From an optimization exercise on the open Yosys and OpenROAD flow, aimed at small area; shortcuts taken in it are not production practice. In this exercise RTL edits were held to simulation tests only and were not proved equivalent to the original. The clock input has no modelled driver; a real chip could not lean on it and would need a root buffer or a full tree. Power and IR drop assume default switching activity.

==> flow/design.v (excerpt) <==
module alu8(input clk,
            input rst,
            input [7:0] operand_1,
            input [7:0] operand_2,
            input [3:0] opcode,
            output reg [7:0] alu_out,
            output reg z_flag,
            output reg cy_flag,
            output reg sign_flag);
Size: about 11 flip-flops, about 850 um^2 of cells after synthesis.
export LEC_CHECK = 0
export CAP_MARGIN = 20
export CORE_AREA = 2 2 59 59
export DIE_AREA = 0 0 61 61
export GPL_TIMING_DRIVEN = 0
export SLEW_MARGIN = 20
create_clock -name core_clock -period 5.0 [get_ports {clk}]
standard.sh (not shown) runs the stock make flow with config.mk's settings and CLKGATE_MAP_FILE= SYNTH_SCRIPT=/design/flow/synth_recipe.tcl, a recipe that flattens the netlist after the stock synthesis.
==> flow/flow/run.sh <==
#!/bin/bash
# Own layout flow: the standard ORFS flow (standard.sh) with
#  * our own synthesis script (flow/synth.tcl),
#  * port buffers of the smallest buffer cell (buf_1) instead of ORFS's pick,
#  * two clock buffers for the 11 registers instead of CTS's tree
#    (flow/cts_post.tcl, run at the end of ORFS's CTS step).
# Each tool's output goes to ORFS's own logs under orfs/logs; make's output
# to flow_make.log.
set -euo pipefail
W=$(pwd)
export OWN_FLOW_DIR=$W/flow
export OWN_CLOCK_BUFFER=sky130_fd_sc_hd__buf_2
export OWN_CLOCK_BUFFERS=2
bash standard.sh \
  SYNTH_SCRIPT=$W/flow/synth.tcl \
  "BUFFER_PORTS_ARGS=-buffer_cell sky130_fd_sc_hd__buf_1" \
  POST_CTS_TCL=$W/flow/cts_post.tcl SKIP_CTS_REPAIR_TIMING=1 SKIP_INCREMENTAL_REPAIR=1 \
  finish > $W/flow_make.log 2>&1
Other scripts of this flow, unchanged in this note and not shown: flow/flow/abc_1.script, flow/flow/abc_2.script, flow/flow/abc_3.script, flow/flow/abc_4.script, flow/flow/cts_post.tcl, flow/flow/synth.tcl
Rerun with:
--- a/flow/design.v
+++ b/flow/design.v
@@ -60,14 +60,12 @@
   wire p7;
   hd_xnor2_1 u_bb7(.A(b[7]), .B(sub), .Y(bb7));
   hd_xnor2_1 u_p7(.A(a[7]), .B(bb7), .Y(p7));
   hd_mux2i_1 u_k7(.A0(bb7), .A1(c[7]), .S(p7), .Y(c[8]));
   hd_xnor2_1 u_s7(.A(p7), .B(c[7]), .Y(d[7]));
   wire ncout;
-  wire cout;
-  assign cout = c[8];                    
   hd_inv_2 u_ncout(.A(c[8]), .Y(ncout));
   wire no2;
   wire o3;
   wire no4;
   wire o5;
   wire no6;
@@ -89,18 +87,18 @@
   hd_xnor2_1 u_e2(.A(d[2]), .B(no2), .Y(e[2]));
   hd_xor2_1 u_e3(.A(d[3]), .B(o3), .X(e[3]));
   hd_xnor2_1 u_e4(.A(d[4]), .B(no4), .Y(e[4]));
   hd_xor2_1 u_e5(.A(d[5]), .B(o5), .X(e[5]));
   hd_xnor2_1 u_e6(.A(d[6]), .B(no6), .Y(e[6]));
   hd_xor2_1 u_e7(.A(d[7]), .B(o7), .X(e[7]));
-  wire ngs;
+  wire gs;
   wire g_neg;
   wire g_pos;
-  hd_nand2_1 u_ngs(.A(g_arith), .B(op0b), .Y(ngs));
-  hd_nor2_1 u_gneg(.A(ngs), .B(cout), .Y(g_neg));
-  hd_o21a_1 u_gpos(.A1(ngs), .A2(cout), .B1(g_arith), .X(g_pos));
+  hd_and2_1 u_gs(.A(g_arith), .B(sub), .X(gs));
+  hd_and2_1 u_gneg(.A(gs), .B(ncout), .X(g_neg));
+  hd_a21boi_1 u_gpos(.A1(gs), .A2(ncout), .B1_N(g_arith), .Y(g_pos));
   wire [7:0] nr;
   wire [7:0] nl;
   hd_nand2_1 u_r0(.A(d[0]), .B(g_arith), .Y(nr[0]));
   hd_a221oi_1 u_r1(.A1(g_pos), .A2(d[1]), .B1(g_neg), .B2(e[1]), .C1(g_k), .Y(nr[1]));
   hd_a22oi_1 u_r2(.A1(g_pos), .A2(d[2]), .B1(g_neg), .B2(e[2]), .Y(nr[2]));
   hd_a221oi_1 u_r3(.A1(g_pos), .A2(d[3]), .B1(g_neg), .B2(e[3]), .C1(g_k), .Y(nr[3]));
@@ -127,37 +125,45 @@
   wire nz_lo;
   wire nz_hi;
   wire and_zero;
   hd_nand4_1 u_az0(.A(nl[0]), .B(nl[1]), .C(nl[2]), .D(nl[3]), .Y(nz_lo));
   hd_nand4_1 u_az1(.A(nl[4]), .B(nl[5]), .C(nl[6]), .D(nl[7]), .Y(nz_hi));
   hd_nor2_1 u_az(.A(nz_lo), .B(nz_hi), .Y(and_zero));
+  wire cout = c[8];
   wire nsc;
   wire scnz;
   hd_nand2_1 u_nsc(.A(g_pr), .B(op0b), .Y(nsc));
   hd_nor2_1 u_scnz(.A(zp), .B(nsc), .Y(scnz));
+  wire nadd0;
   wire nadd;
   wire t_add;
   wire x_cy;
-  hd_nand2b_1 u_nadd(.A_N(op0b), .B(g_arith), .Y(nadd));
+  hd_nor2_1 u_nadd0(.A(op1), .B(op0b), .Y(nadd0));
+  hd_nand2_1 u_nadd(.A(g_pr), .B(nadd0), .Y(nadd));
   hd_nor2_1 u_tadd(.A(cout), .B(nadd), .Y(t_add));
   hd_mux2i_1 u_xcy(.A0(cy_in), .A1(ncout), .S(scnz), .Y(x_cy));
   hd_a211oi_1 u_cy(.A1(nadd), .A2(x_cy), .B1(rst), .C1(t_add), .Y(cy_flag));
+  wire nsub_op;
   wire upd_s;
   wire w_s;
-  hd_nor2_1 u_upds(.A(ngs), .B(zp), .Y(upd_s));
+  hd_nand3b_1 u_nsubop(.A_N(op1), .B(g_pr), .C(op0b), .Y(nsub_op));
+  hd_nor2_1 u_upds(.A(nsub_op), .B(zp), .Y(upd_s));
   hd_nor2_1 u_ws(.A(sign_in), .B(upd_s), .Y(w_s));
   hd_a211oi_1 u_s(.A1(cout), .A2(upd_s), .B1(rst), .C1(w_s), .Y(sign_flag));
   wire t8b;
   wire nzk;
   hd_and3_1 u_t8b(.A(g_k), .B(op3), .C(za), .X(t8b));
   hd_a211oi_1 u_nzk(.A1(g_logic), .A2(and_zero), .B1(z_in), .C1(t8b), .Y(nzk));
   hd_a211oi_1 u_z(.A1(nsc), .A2(nzk), .B1(rst), .C1(scnz), .Y(z_flag));
 endmodule
 module hd_a211oi_1(input A1, input A2, input B1, input C1, output Y);
   assign Y = ~((A1 & A2) | B1 | C1);
 endmodule
+module hd_a21boi_1(input A1, input A2, input B1_N, output Y);
+  assign Y = ~((A1 & A2) | ~B1_N);
+endmodule
 module hd_a21oi_1(input A1, input A2, input B1, output Y);
   assign Y = ~((A1 & A2) | B1);
 endmodule
 module hd_a221oi_1(input A1, input A2, input B1, input B2, input C1, output Y);
   assign Y = ~((A1 & A2) | (B1 & B2) | C1);
 endmodule
@@ -189,12 +195,15 @@
 module hd_nand2_1(input A, input B, output Y);
   assign Y = ~(A & B);
 endmodule
 module hd_nand2b_1(input A_N, input B, output Y);
   assign Y = ~(~A_N & B);
 endmodule
+module hd_nand3b_1(input A_N, input B, input C, output Y);
+  assign Y = ~(~A_N & B & C);
+endmodule
 module hd_nand4_1(input A, input B, input C, input D, output Y);
   assign Y = ~(A & B & C & D);
 endmodule
 module hd_nor2_1(input A, input B, output Y);
   assign Y = ~(A | B);
 endmodule
@@ -203,15 +212,12 @@
 endmodule
 module hd_nor3_1(input A, input B, input C, output Y);
   assign Y = ~(A | B | C);
 endmodule
 module hd_o211ai_1(input A1, input A2, input B1, input C1, output Y);
   assign Y = ~((A1 | A2) & B1 & C1);
-endmodule
-module hd_o21a_1(input A1, input A2, input B1, output X);
-  assign X = (A1 | A2) & B1;
 endmodule
 module hd_xnor2_1(input A, input B, output Y);
   assign Y = ~(A ^ B);
 endmodule
 module hd_xor2_1(input A, input B, output X);
   assign X = A ^ B;
After rerunning: The new run produced a clean layout; power is lower by 1.6%; worst hold slack gets better by 0.049 ns; die area is unchanged; core utilization is higher by 0.45 points; fmax decreases by 0.53%; via count barely changes; design area rises by 1.3%; clock skew stays the same; worst setup slack loses 0.025 ns; cell count came out higher by 1.1%; routed wire length goes down by 0.44%; combinational power is about the same; first-iteration DRC count decreases by 18%.
No run of this note takes its clock network from TritonCTS; it comes from the design's own scripts or RTL.

re-timing with driven ports:
Ports are ideal in the flow. The routed layouts listed here were re-timed in OpenROAD.
Step 1, drivers: a clkbuf_16 drives clk and a buf_2 each remaining input, both assumed.
Step 2 times the ports against the registers' clock, not the clock port: input delays grow and output delays shrink by t, the midpoint of the rising clock arrivals with the driver on.
Slacks: no drivers / after step 1 / after step 2; pairs: no drivers / after step 1.
run | t (ns) | slack for setup (ns) | hold WS [ns] | clock arrival spread, ns | worst slew at a driven data input, ns
the first run | 0.157 | 0.297 / 0.299 / 0.142 | 0.494 / 0.494 / 0.494 | 0.004 / 0.003 | 0.03
the second run | 0.140 | 0.272 / 0.271 / 0.132 | 0.543 / 0.543 / 0.543 | 0.015 / 0.015 | 0.03
After both steps every run listed still meets setup and hold. The setup slack of the first run, which loses most, moves by +0.002 ns with the drivers and by -0.155 ns with both steps.
